Background: an optimization exercise with open tools, aiming at small area. Do not read the settings as production practice. The RTL was checked by simulation tests, not by an equivalence proof against the original design. No activity file was given, so power comes from the tool's default toggle rates.

==> design/flow/design.v <==
`timescale 1ns / 1ps
module LCD(input clk,input rst,output reg LCD_E,
output reg LCD_RS,
output reg LCD_RW,
output reg SF_D11,
output reg SF_D10,
output reg SF_D9,
output reg SF_D8);
reg [49:0]count;
always @(posedge clk)begin
if(rst)
count<=0;
else if(count==28100000)
count<=0;
else
count<=count+1;
end
always @(posedge clk)begin
if(rst)begin
LCD_E<=0;
LCD_RS<=0;
LCD_RW<=0;
SF_D11<=0;
SF_D10<=0;
SF_D9<=0;
SF_D8<=0;
end
else if(count==0)
LCD_E<=0;
else if(count==750000)begin
LCD_E<=1;
SF_D11<=0;
SF_D10<=0;
SF_D9<=1;
SF_D8<=1;
end
else if(count==750012)begin
LCD_E<=0;
end
else if(count==955012)begin
LCD_E<=1;
SF_D11<=0;
SF_D10<=0;
SF_D9<=1;
SF_D8<=1;
end
else if(count==955024)begin
LCD_E<=0;
end
else if(count==960024)begin
LCD_E<=1;
SF_D11<=0;
SF_D10<=0;
SF_D9<=1;
SF_D8<=1;
end
else if(count==960036)begin
LCD_E<=0;
end
else if(count==962036)begin
LCD_E<=1;
SF_D11<=0;
SF_D10<=0;
SF_D9<=1;
SF_D8<=0;
end
else if(count==962048)begin
LCD_E<=0;
end 
else if(count==964048)begin
LCD_E<=1;
LCD_RS<=0;
LCD_RW<=0;
SF_D11<=0;
SF_D10<=0;
SF_D9<=1;
SF_D8<=0;
end
else if(count==964060)begin
LCD_E<=0;
end
else if(count==964110)begin
LCD_E<=1;
LCD_RS<=0;
LCD_RW<=0;
SF_D11<=1;
SF_D10<=0;
SF_D9<=0;
SF_D8<=0;
end
else if(count==964122)begin
LCD_E<=0;
end 
else if(count==966122)begin
LCD_E<=1;
LCD_RS<=0;
LCD_RW<=0;
SF_D11<=0;
SF_D10<=0;
SF_D9<=0;
SF_D8<=0;
end
else if(count==966134)begin
LCD_E<=0;
end
else if(count==966184)begin
LCD_E<=1;
LCD_RS<=0;
LCD_RW<=0;
SF_D11<=0;
SF_D10<=1;
SF_D9<=0;
SF_D8<=0;
end
else if(count==966196)begin
LCD_E<=0;
end 
else if(count==968196)begin
LCD_E<=1;
LCD_RS<=0;
LCD_RW<=0;
SF_D11<=0;
SF_D10<=0;
SF_D9<=0;
SF_D8<=0;
end
else if(count==968208)begin
LCD_E<=0;
end
else if(count==968258)begin
LCD_E<=1;
LCD_RS<=0;
LCD_RW<=0;
SF_D11<=1;
SF_D10<=1;
SF_D9<=0;
SF_D8<=0;
end
else if(count==968270)begin
LCD_E<=0;
end 
else if(count==970270)begin
LCD_E<=1;
LCD_RS<=0;
LCD_RW<=0;
SF_D11<=0;
SF_D10<=0;
SF_D9<=0;
SF_D8<=0;
end
else if(count==970282)begin
LCD_E<=0;
end
else if(count==970332)begin
LCD_E<=1;
LCD_RS<=0;
LCD_RW<=0;
SF_D11<=0;
SF_D10<=0;
SF_D9<=0;
SF_D8<=1;
end
else if(count==970344)begin
LCD_E<=0;
end 
else if(count==1052344)begin
LCD_E<=1;
LCD_RS<=1;
LCD_RW<=0;
SF_D11<=0;
SF_D10<=0;
SF_D9<=1;
SF_D8<=1;
end
else if(count==1052356)begin
LCD_E<=0;
end
else if(count==1052406)begin
LCD_E<=1;
LCD_RS<=1;
LCD_RW<=0;
SF_D11<=0;
SF_D10<=0;
SF_D9<=0;
SF_D8<=0;
end
else if(count==1052418)begin
LCD_E<=0;
end 
else if(count==1054418)begin
LCD_E<=1;
LCD_RS<=0;
LCD_RW<=0;
SF_D11<=1;
SF_D10<=0;
SF_D9<=0;
SF_D8<=0;
end
else if(count==1054430)begin
LCD_E<=0;
end
else if(count==1054480)begin
LCD_E<=1;
LCD_RS<=0;
LCD_RW<=0;
SF_D11<=0;
SF_D10<=0;
SF_D9<=0;
SF_D8<=1;
end
else if(count==1054492)begin
LCD_E<=0;
end 
else if(count==2056492)begin
LCD_E<=1;
LCD_RS<=1;
LCD_RW<=0;
SF_D11<=0;
SF_D10<=0;
SF_D9<=1;
SF_D8<=1;
end
else if(count==2056504)begin
LCD_E<=0;
end
else if(count==2056554)begin
LCD_E<=1;
LCD_RS<=1;
LCD_RW<=0;
SF_D11<=0;
SF_D10<=0;
SF_D9<=1;
SF_D8<=0;
end
else if(count==2056566)begin
LCD_E<=0;
end 
else if(count==3058566)begin
LCD_E<=1;
LCD_RS<=0;
LCD_RW<=0;
SF_D11<=1;
SF_D10<=0;
SF_D9<=0;
SF_D8<=0;
end
else if(count==3058578)begin
LCD_E<=0;
end
else if(count==3058628)begin
LCD_E<=1;
LCD_RS<=0;
LCD_RW<=0;
SF_D11<=0;
SF_D10<=0;
SF_D9<=1;
SF_D8<=0;
end
else if(count==3058640)begin
LCD_E<=0;
end 
else if(count==4060640)begin
LCD_E<=1;
LCD_RS<=1;
LCD_RW<=0;
SF_D11<=0;
SF_D10<=0;
SF_D9<=1;
SF_D8<=1;
end
else if(count==4060652)begin
LCD_E<=0;
end
else if(count==4060702)begin
LCD_E<=1;
LCD_RS<=1;
LCD_RW<=0;
SF_D11<=0;
SF_D10<=0;
SF_D9<=0;
SF_D8<=1;
end
else if(count==4060714)begin
LCD_E<=0;
end 
else if(count==5062714)begin
LCD_E<=1;
LCD_RS<=0;
LCD_RW<=0;
SF_D11<=1;
SF_D10<=0;
SF_D9<=0;
SF_D8<=0;
end
else if(count==5062726)begin
LCD_E<=0;
end
else if(count==5062776)begin
LCD_E<=1;
LCD_RS<=0;
LCD_RW<=0;
SF_D11<=0;
SF_D10<=0;
SF_D9<=1;
SF_D8<=1;
end
else if(count==5062788)begin
LCD_E<=0;
end 
else if(count==6064788)begin
LCD_E<=1;
LCD_RS<=1;
LCD_RW<=0;
SF_D11<=0;
SF_D10<=0;
SF_D9<=1;
SF_D8<=1;
end
else if(count==6064800)begin
LCD_E<=0;
end
else if(count==6064850)begin
LCD_E<=1;
LCD_RS<=1;
LCD_RW<=0;
SF_D11<=0;
SF_D10<=0;
SF_D9<=0;
SF_D8<=1;
end
else if(count==6064862)begin
LCD_E<=0;
end 
else if(count==7066862)begin
LCD_E<=1;
LCD_RS<=0;
LCD_RW<=0;
SF_D11<=1;
SF_D10<=0;
SF_D9<=0;
SF_D8<=0;
end
else if(count==7066874)begin
LCD_E<=0;
end
else if(count==7066924)begin
LCD_E<=1;
LCD_RS<=0;
LCD_RW<=0;
SF_D11<=0;
SF_D10<=1;
SF_D9<=0;
SF_D8<=0;
end
else if(count==7066936)begin
LCD_E<=0;
end 
else if(count==8068936)begin
LCD_E<=1;
LCD_RS<=1;
LCD_RW<=0;
SF_D11<=0;
SF_D10<=0;
SF_D9<=1;
SF_D8<=1;
end
else if(count==8068948)begin
LCD_E<=0;
end
else if(count==8068998)begin
LCD_E<=1;
LCD_RS<=1;
LCD_RW<=0;
SF_D11<=0;
SF_D10<=0;
SF_D9<=1;
SF_D8<=0;
end
else if(count==8069010)begin
LCD_E<=0;
end 
else if(count==9071010)begin
LCD_E<=1;
LCD_RS<=0;
LCD_RW<=0;
SF_D11<=1;
SF_D10<=0;
SF_D9<=0;
SF_D8<=0;
end
else if(count==9071022)begin
LCD_E<=0;
end
else if(count==9071072)begin
LCD_E<=1;
LCD_RS<=0;
LCD_RW<=0;
SF_D11<=0;
SF_D10<=1;
SF_D9<=0;
SF_D8<=1;
end
else if(count==9071084)begin
LCD_E<=0;
end 
else if(count==10073084)begin
LCD_E<=1;
LCD_RS<=1;
LCD_RW<=0;
SF_D11<=0;
SF_D10<=0;
SF_D9<=1;
SF_D8<=1;
end
else if(count==10073096)begin
LCD_E<=0;
end
else if(count==10073146)begin
LCD_E<=1;
LCD_RS<=1;
LCD_RW<=0;
SF_D11<=0;
SF_D10<=1;
SF_D9<=1;
SF_D8<=0;
end
else if(count==10073158)begin
LCD_E<=0;
end 
else if(count==11075158)begin
LCD_E<=1;
LCD_RS<=0;
LCD_RW<=0;
SF_D11<=1;
SF_D10<=0;
SF_D9<=0;
SF_D8<=0;
end
else if(count==11075170)begin
LCD_E<=0;
end
else if(count==11075220)begin
LCD_E<=1;
LCD_RS<=0;
LCD_RW<=0;
SF_D11<=0;
SF_D10<=1;
SF_D9<=1;
SF_D8<=0;
end
else if(count==11075232)begin
LCD_E<=0;
end 
else if(count==12077232)begin
LCD_E<=1;
LCD_RS<=1;
LCD_RW<=0;
SF_D11<=0;
SF_D10<=0;
SF_D9<=1;
SF_D8<=1;
end
else if(count==12077244)begin
LCD_E<=0;
end
else if(count==12077294)begin
LCD_E<=1;
LCD_RS<=1;
LCD_RW<=0;
SF_D11<=0;
SF_D10<=0;
SF_D9<=0;
SF_D8<=1;
end
else if(count==12077306)begin
LCD_E<=0;
end 
else if(count==13079306)begin
LCD_E<=1;
LCD_RS<=0;
LCD_RW<=0;
SF_D11<=1;
SF_D10<=1;
SF_D9<=0;
SF_D8<=0;
end
else if(count==13079318)begin
LCD_E<=0;
end
else if(count==13079368)begin
LCD_E<=1;
LCD_RS<=0;
LCD_RW<=0;
SF_D11<=0;
SF_D10<=0;
SF_D9<=0;
SF_D8<=0;
end
else if(count==13079380)begin
LCD_E<=0;
end 
else if(count==14081380)begin
LCD_E<=1;
LCD_RS<=1;
LCD_RW<=0;
SF_D11<=0;
SF_D10<=0;
SF_D9<=1;
SF_D8<=1;
end
else if(count==14081392)begin
LCD_E<=0;
end
else if(count==14081442)begin
LCD_E<=1;
LCD_RS<=1;
LCD_RW<=0;
SF_D11<=0;
SF_D10<=0;
SF_D9<=0;
SF_D8<=0;
end
else if(count==14081454)begin
LCD_E<=0;
end 
else if(count==15083454)begin
LCD_E<=1;
LCD_RS<=0;
LCD_RW<=0;
SF_D11<=1;
SF_D10<=1;
SF_D9<=0;
SF_D8<=0;
end
else if(count==15083466)begin
LCD_E<=0;
end
else if(count==15083516)begin
LCD_E<=1;
LCD_RS<=0;
LCD_RW<=0;
SF_D11<=0;
SF_D10<=0;
SF_D9<=0;
SF_D8<=1;
end
else if(count==15083528)begin
LCD_E<=0;
end 
else if(count==16085528)begin
LCD_E<=1;
LCD_RS<=1;
LCD_RW<=0;
SF_D11<=0;
SF_D10<=0;
SF_D9<=1;
SF_D8<=1;
end
else if(count==16085540)begin
LCD_E<=0;
end
else if(count==16085590)begin
LCD_E<=1;
LCD_RS<=1;
LCD_RW<=0;
SF_D11<=0;
SF_D10<=0;
SF_D9<=1;
SF_D8<=0;
end
else if(count==16085602)begin
LCD_E<=0;
end 
else if(count==17087602)begin
LCD_E<=1;
LCD_RS<=0;
LCD_RW<=0;
SF_D11<=1;
SF_D10<=1;
SF_D9<=0;
SF_D8<=0;
end
else if(count==17087614)begin
LCD_E<=0;
end
else if(count==17087664)begin
LCD_E<=1;
LCD_RS<=0;
LCD_RW<=0;
SF_D11<=0;
SF_D10<=0;
SF_D9<=1;
SF_D8<=0;
end
else if(count==17087676)begin
LCD_E<=0;
end 
else if(count==18089676)begin
LCD_E<=1;
LCD_RS<=1;
LCD_RW<=0;
SF_D11<=0;
SF_D10<=0;
SF_D9<=1;
SF_D8<=1;
end
else if(count==18089688)begin
LCD_E<=0;
end
else if(count==18089738)begin
LCD_E<=1;
LCD_RS<=1;
LCD_RW<=0;
SF_D11<=0;
SF_D10<=0;
SF_D9<=0;
SF_D8<=1;
end
else if(count==18089750)begin
LCD_E<=0;
end 
else if(count==19091750)begin
LCD_E<=1;
LCD_RS<=0;
LCD_RW<=0;
SF_D11<=1;
SF_D10<=1;
SF_D9<=0;
SF_D8<=0;
end
else if(count==19091762)begin
LCD_E<=0;
end
else if(count==19091812)begin
LCD_E<=1;
LCD_RS<=0;
LCD_RW<=0;
SF_D11<=0;
SF_D10<=0;
SF_D9<=1;
SF_D8<=1;
end
else if(count==19091824)begin
LCD_E<=0;
end 
else if(count==20093824)begin
LCD_E<=1;
LCD_RS<=1;
LCD_RW<=0;
SF_D11<=0;
SF_D10<=0;
SF_D9<=1;
SF_D8<=1;
end
else if(count==20093836)begin
LCD_E<=0;
end
else if(count==20093886)begin
LCD_E<=1;
LCD_RS<=1;
LCD_RW<=0;
SF_D11<=0;
SF_D10<=0;
SF_D9<=0;
SF_D8<=1;
end
else if(count==20093898)begin
LCD_E<=0;
end 
else if(count==21095898)begin
LCD_E<=1;
LCD_RS<=0;
LCD_RW<=0;
SF_D11<=1;
SF_D10<=1;
SF_D9<=0;
SF_D8<=0;
end
else if(count==21095910)begin
LCD_E<=0;
end
else if(count==21095960)begin
LCD_E<=1;
LCD_RS<=0;
LCD_RW<=0;
SF_D11<=0;
SF_D10<=1;
SF_D9<=0;
SF_D8<=0;
end
else if(count==21095972)begin
LCD_E<=0;
end 
else if(count==22097972)begin
LCD_E<=1;
LCD_RS<=1;
LCD_RW<=0;
SF_D11<=0;
SF_D10<=0;
SF_D9<=1;
SF_D8<=1;
end
else if(count==22097984)begin
LCD_E<=0;
end
else if(count==22098034)begin
LCD_E<=1;
LCD_RS<=1;
LCD_RW<=0;
SF_D11<=0;
SF_D10<=0;
SF_D9<=1;
SF_D8<=0;
end
else if(count==22098046)begin
LCD_E<=0;
end 
else if(count==23000046)begin
LCD_E<=1;
LCD_RS<=0;
LCD_RW<=0;
SF_D11<=1;
SF_D10<=1;
SF_D9<=0;
SF_D8<=0;
end
else if(count==23000058)begin
LCD_E<=0;
end
else if(count==23000108)begin
LCD_E<=1;
LCD_RS<=0;
LCD_RW<=0;
SF_D11<=0;
SF_D10<=1;
SF_D9<=0;
SF_D8<=1;
end
else if(count==23000120)begin
LCD_E<=0;
end 
else if(count==24002120)begin
LCD_E<=1;
LCD_RS<=1;
LCD_RW<=0;
SF_D11<=0;
SF_D10<=0;
SF_D9<=1;
SF_D8<=1;
end
else if(count==24002132)begin
LCD_E<=0;
end
else if(count==24002182)begin
LCD_E<=1;
LCD_RS<=1;
LCD_RW<=0;
SF_D11<=0;
SF_D10<=1;
SF_D9<=1;
SF_D8<=0;
end
else if(count==24002194)begin
LCD_E<=0;
end 
else if(count==25004194)begin
LCD_E<=1;
LCD_RS<=0;
LCD_RW<=0;
SF_D11<=1;
SF_D10<=1;
SF_D9<=0;
SF_D8<=0;
end
else if(count==25004206)begin
LCD_E<=0;
end
else if(count==25004256)begin
LCD_E<=1;
LCD_RS<=0;
LCD_RW<=0;
SF_D11<=0;
SF_D10<=1;
SF_D9<=1;
SF_D8<=0;
end
else if(count==25004268)begin
LCD_E<=0;
end 
else if(count==26006268)begin
LCD_E<=1;
LCD_RS<=1;
LCD_RW<=0;
SF_D11<=0;
SF_D10<=0;
SF_D9<=1;
SF_D8<=1;
end
else if(count==26006280)begin
LCD_E<=0;
end
else if(count==26006330)begin
LCD_E<=1;
LCD_RS<=1;
LCD_RW<=0;
SF_D11<=0;
SF_D10<=0;
SF_D9<=0;
SF_D8<=1;
end
else if(count==26006342)begin
LCD_E<=0;
end 
else if(count==27008342)begin
LCD_E<=1;
LCD_RS<=0;
LCD_RW<=0;
SF_D11<=1;
SF_D10<=0;
SF_D9<=0;
SF_D8<=0;
end
else if(count==27008354)begin
LCD_E<=0;
end
else if(count==27008404)begin
LCD_E<=1;
LCD_RS<=0;
LCD_RW<=0;
SF_D11<=0;
SF_D10<=0;
SF_D9<=0;
SF_D8<=0;
end
else if(count==27008416)begin
LCD_E<=0;
end 
else if(count==28010416)begin
LCD_E<=1;
LCD_RS<=0;
LCD_RW<=1;
SF_D11<=1;
SF_D10<=0;
SF_D9<=0;
SF_D8<=0;
end
else if(count==28010428)begin
LCD_E<=0;
end
else
LCD_E<=LCD_E;
end
endmodule
==> design/flow/run.sh <==
#!/bin/bash
# synth_recipe.tcl (not shown) runs the flow's synth.tcl, then flattens the netlist and writes it again
# the make line also repeats each setting of config.mk as NAME=value (left out here)
make -C /OpenROAD-flow-scripts/flow DESIGN_CONFIG=/design/flow/config.mk WORK_HOME=/design/flow/orfs CLKGATE_MAP_FILE= SYNTH_SCRIPT=/design/flow/synth_recipe.tcl finish
==> design/flow/config.mk <==
export PLATFORM = sky130hd
export DESIGN_NAME = LCD
export DESIGN_NICKNAME = LCD
export VERILOG_FILES = /design/flow/design.v
export SDC_FILE = /design/flow/constraint.sdc
export NUM_CORES = 4
export LEC_CHECK = 0
export CAP_MARGIN = 20
export CORE_MARGIN = 2
export CORE_UTILIZATION = 40
export SLEW_MARGIN = 20
==> design/flow/constraint.sdc <==
create_clock -name core_clock -period 20.0 [get_ports {clk}]
set_input_delay 4.0000 -clock core_clock [delete_from_list [all_inputs] [get_ports {clk}]]
set_output_delay 4.0000 -clock core_clock [all_outputs]
set_load 0.01 [all_outputs]
==> qor.yml <==
timing:
  max_freq_mhz: 181.6
  holdWs_ns: 0.4552
  tns_ns: 0
  worst_slack_ns: 14.49
  finalMaxSlewViolations: 0
  clock_skew_ns: 0.02011
  rsz0062_at_grt: "no"
  hold_viol: 0
  worst_pin_slew_ns: 1.188
  setup_viol: 0
  finalCritPeriodShare_pct: 27.53
  fin_crit_ns: 5.507
  relSlewSlack_pct: 20.10
setup_path:
  critPathCaptureType: "flop"
  r2r_cells: 9
  crit_start: "rst"
  crit_end: "count[27]"
  cp-start-kind: "input port"
  criticalPathCategory: "input port to flop"
  rrSetupSlack_ns: 15.77
  cp.required_ns: 20.18
  critPathArrivalTime_ns: 5.69
  r2r_start: "count[20]"
  timing.rr.end: "SF_D11"
  cp_max_fo: 50
global_routing:
  grt_use_met3_pct: 12.97
  grt_max_degree: 51
  grt_first_pass_wirelength_um: 39900
  grtUsageTotal_pct: 33.34
  first_global_vias: 6431
  grt_util_met2_pct: 45.45
  antenna_found_initial: 0
  grt_use_met1_pct: 45.77
  top_usage_layer: "met1"
  overflow: 0
placement:
  dpl.hpwl_um: 19810
  pre_cts_slack_ns: 14.17
  gp_congestion: 1.078
  place_area_mm2: 0.005899
  numPortBuffers: 8
  place_inst: 962
flow_run:
  max_cap_viol_count: 0
floorplan:
  dieArea_mm2: 0.01558
  io_pins: 9
  die_w_um: 124.8
  fp.dieH_um: 124.8
  coreArea_mm2: 0.01442
  rows: 44
  initial_core_util_pct: 40.48
drt:
  dr.pass1.iters: 10
  routedWlPerCell_um: 27.14
  routed_via_density: 7.172
  drc: 0
  drt_iter0_drc: 1666
  vias: 7014
  ant_nets: 0
  wirelength_um: 26550
finish:
  drive_gt1_share_pct: 8.312
  stdcell_area_mm2: 0.006207
  instances_no_fill: 978
  synthToLayoutAreaGrowth_pct: 6.300
  fin_nets: 794
  final_core_util_pct: 43.03
  final_common_cell: "nor2_1"
  final_cell_mix: "nor2_1, nand2_1, nand3_1, dfxtp_1, nor3_1"
  n_antenna_cell: 0
yosys:
  yosysSeqAreaShare_pct: 19.54
  synth_top_family_by_area: "simple AND/OR/NAND/NOR gates"
  synth_xor_area_share_pct: 6.750
  postSynthCellCount: 821
  synth_seq_cells: 57
  async_flop_share_pct: 0
  synth_compound_area_share_pct: 14.46
  yosysUniqueCellTypes: 81
  synthFlopType: "dfxtp_1"
  synthAdderAreaFrac_pct: 0.6428
  synth_simple_gate_area_share_pct: 52.75
  synthesis.nets: 826
  muxShareOfSynthArea_pct: 0
  synth_area_per_cell_um2: 7.112
  synth-edff-count: 0
  syn_area_mm2: 0.005839
  yosys_warnings: 1
power:
  p_total_mw: 0.2902
  p_leak_nw: 1.936
  ir_drop_mv: 0.03829
  powerDensity_mw_per_mm2: 46.75
clock_network:
  clkTransAtPathRegs_ns: 0.06
  cts_buffers: 9
  postCtsSetupBuffers: 0
  h-tree-depth: 3
  cts.sinks: 57
  hold_buffers: 0
  cts-root-buf: "clkbuf_16"
  tritoncts: "done"
  cts_max_path_buffers: 2
  cts_resized: 0
  insertion_delay_ns: 0.35
hold_path:
  hold_depth: 2
  min_path_type: "flop to flop"
outcome:
  status: "no timing/DRC/antenna violations"
==> registers in the layout, summed over array words and instances (netlist names) <==
| signal | flops |
|---|---|
| count | 50 |
| LCD_E | 1 |
| LCD_RS | 1 |
| LCD_RW | 1 |
| SF_D10 | 1 |
| SF_D11 | 1 |
| SF_D8 | 1 |
| SF_D9 | 1 |
==> power by group <==
part           switching, mW  internal [mW]  total [mW]
sequential           0.00113          0.114       0.115
combinational        0.00858        0.00295      0.0115
clock                 0.0601          0.103       0.163
total                 0.0698          0.220       0.290
==> critical path, stage by stage <==
cell	delay (ns)
clkdlybuf4s50_1	0.73
a41o_2	0.78
nor2_1	0.12
==> cell usage after synthesis (13+ instances only) <==
master | count | area share, %
a21oi_1 | 15 | 1.3
and3_1 | 13 | 1.4
and4b_1 | 13 | 2.2
buf_2 | 23 | 2.0
clkbuf_1 | 15 | 0.96
dfxtp_1 | 57 | 20
nand2_1 | 91 | 5.8
nand3_1 | 62 | 5.3
nand4_1 | 41 | 4.4
nor2_1 | 100 | 6.4
nor2b_1 | 17 | 1.8
nor3_1 | 51 | 4.4
nor4_1 | 40 | 4.3
o21ai_0 | 23 | 2.0
xnor2_1 | 15 | 2.2
xor2_1 | 30 | 4.5
==> cell type report <==
cell class,count,area [um2]
Fill cell,1549,8217
Tap cell,184,230.2
Clock inverter,4,51.30
Multi-Input combinational cell,696,4358
Timing Repair Buffer,15,132.6
Inverter,10,37.54
Sequential cell,57,1141
Clock buffer,12,256.5
==> kinds of logic (layout without fill, tap and decap cells) <==
| kind of cell | count (synthesis) | in the layout |
|---|---|---|
| compound gates | 121 | 121 |
| simple gates | 527 | 527 |
| flops | 57 | 57 |
| xor+xnor | 45 | 45 |
| fa+ha+maj | 3 | 3 |
| buf+inv | 68 | 41 |
==> how the worst min path moves through the flow <==
stage,end,slack (ns),startpoint
6_report,LCD_RW,0.46,LCD_RW
5_1_grt,LCD_RW,0.49,LCD_RW
4_1_cts,LCD_RS,0.46,LCD_RS
3_5_place_dp,LCD_RS,0.45,LCD_RS
3_3_place_gp,LCD_RS,0.44,LCD_RS
2_1_floorplan,count[0],0.44,count[0]
==> layer usage <==
| layer | vias to the layer above | wire, um |
|---|---|---|
| li1 | 3043 | - |
| met1 | 3251 | 10930 |
| met2 | 558 | 10270 |
| met3 | 162 | 3737 |
| met4 | 0 | 1611 |
| met5 | - | 0 |

separate check: timing with driven ports:
In the flow no input, the clock included, has a driving cell. The finished layout below was timed again as built, in two steps. Step 1 sets driving cells, clkbuf_16 on the clock port and buf_2 on the other inputs (assumed; they add their load-dependent delay and slew). Step 2 also shifts input and output timing later by t, the mid clock arrival at the registers, as if the neighbouring blocks saw the same clock. Three values: ideal, step 1, step 2; two values: the first two.
shift t [ns]: 0.381
slack for setup (ns): 14.493 / 14.512 / 14.131
latest minus earliest clock arrival (ns): 0.021 / 0.020
worst slew at a driven data input, ns: 0.03
After both steps this run still meets setup and hold. For this run, drivers alone change the setup slack by +0.019 ns; drivers and shift together by -0.362 ns.
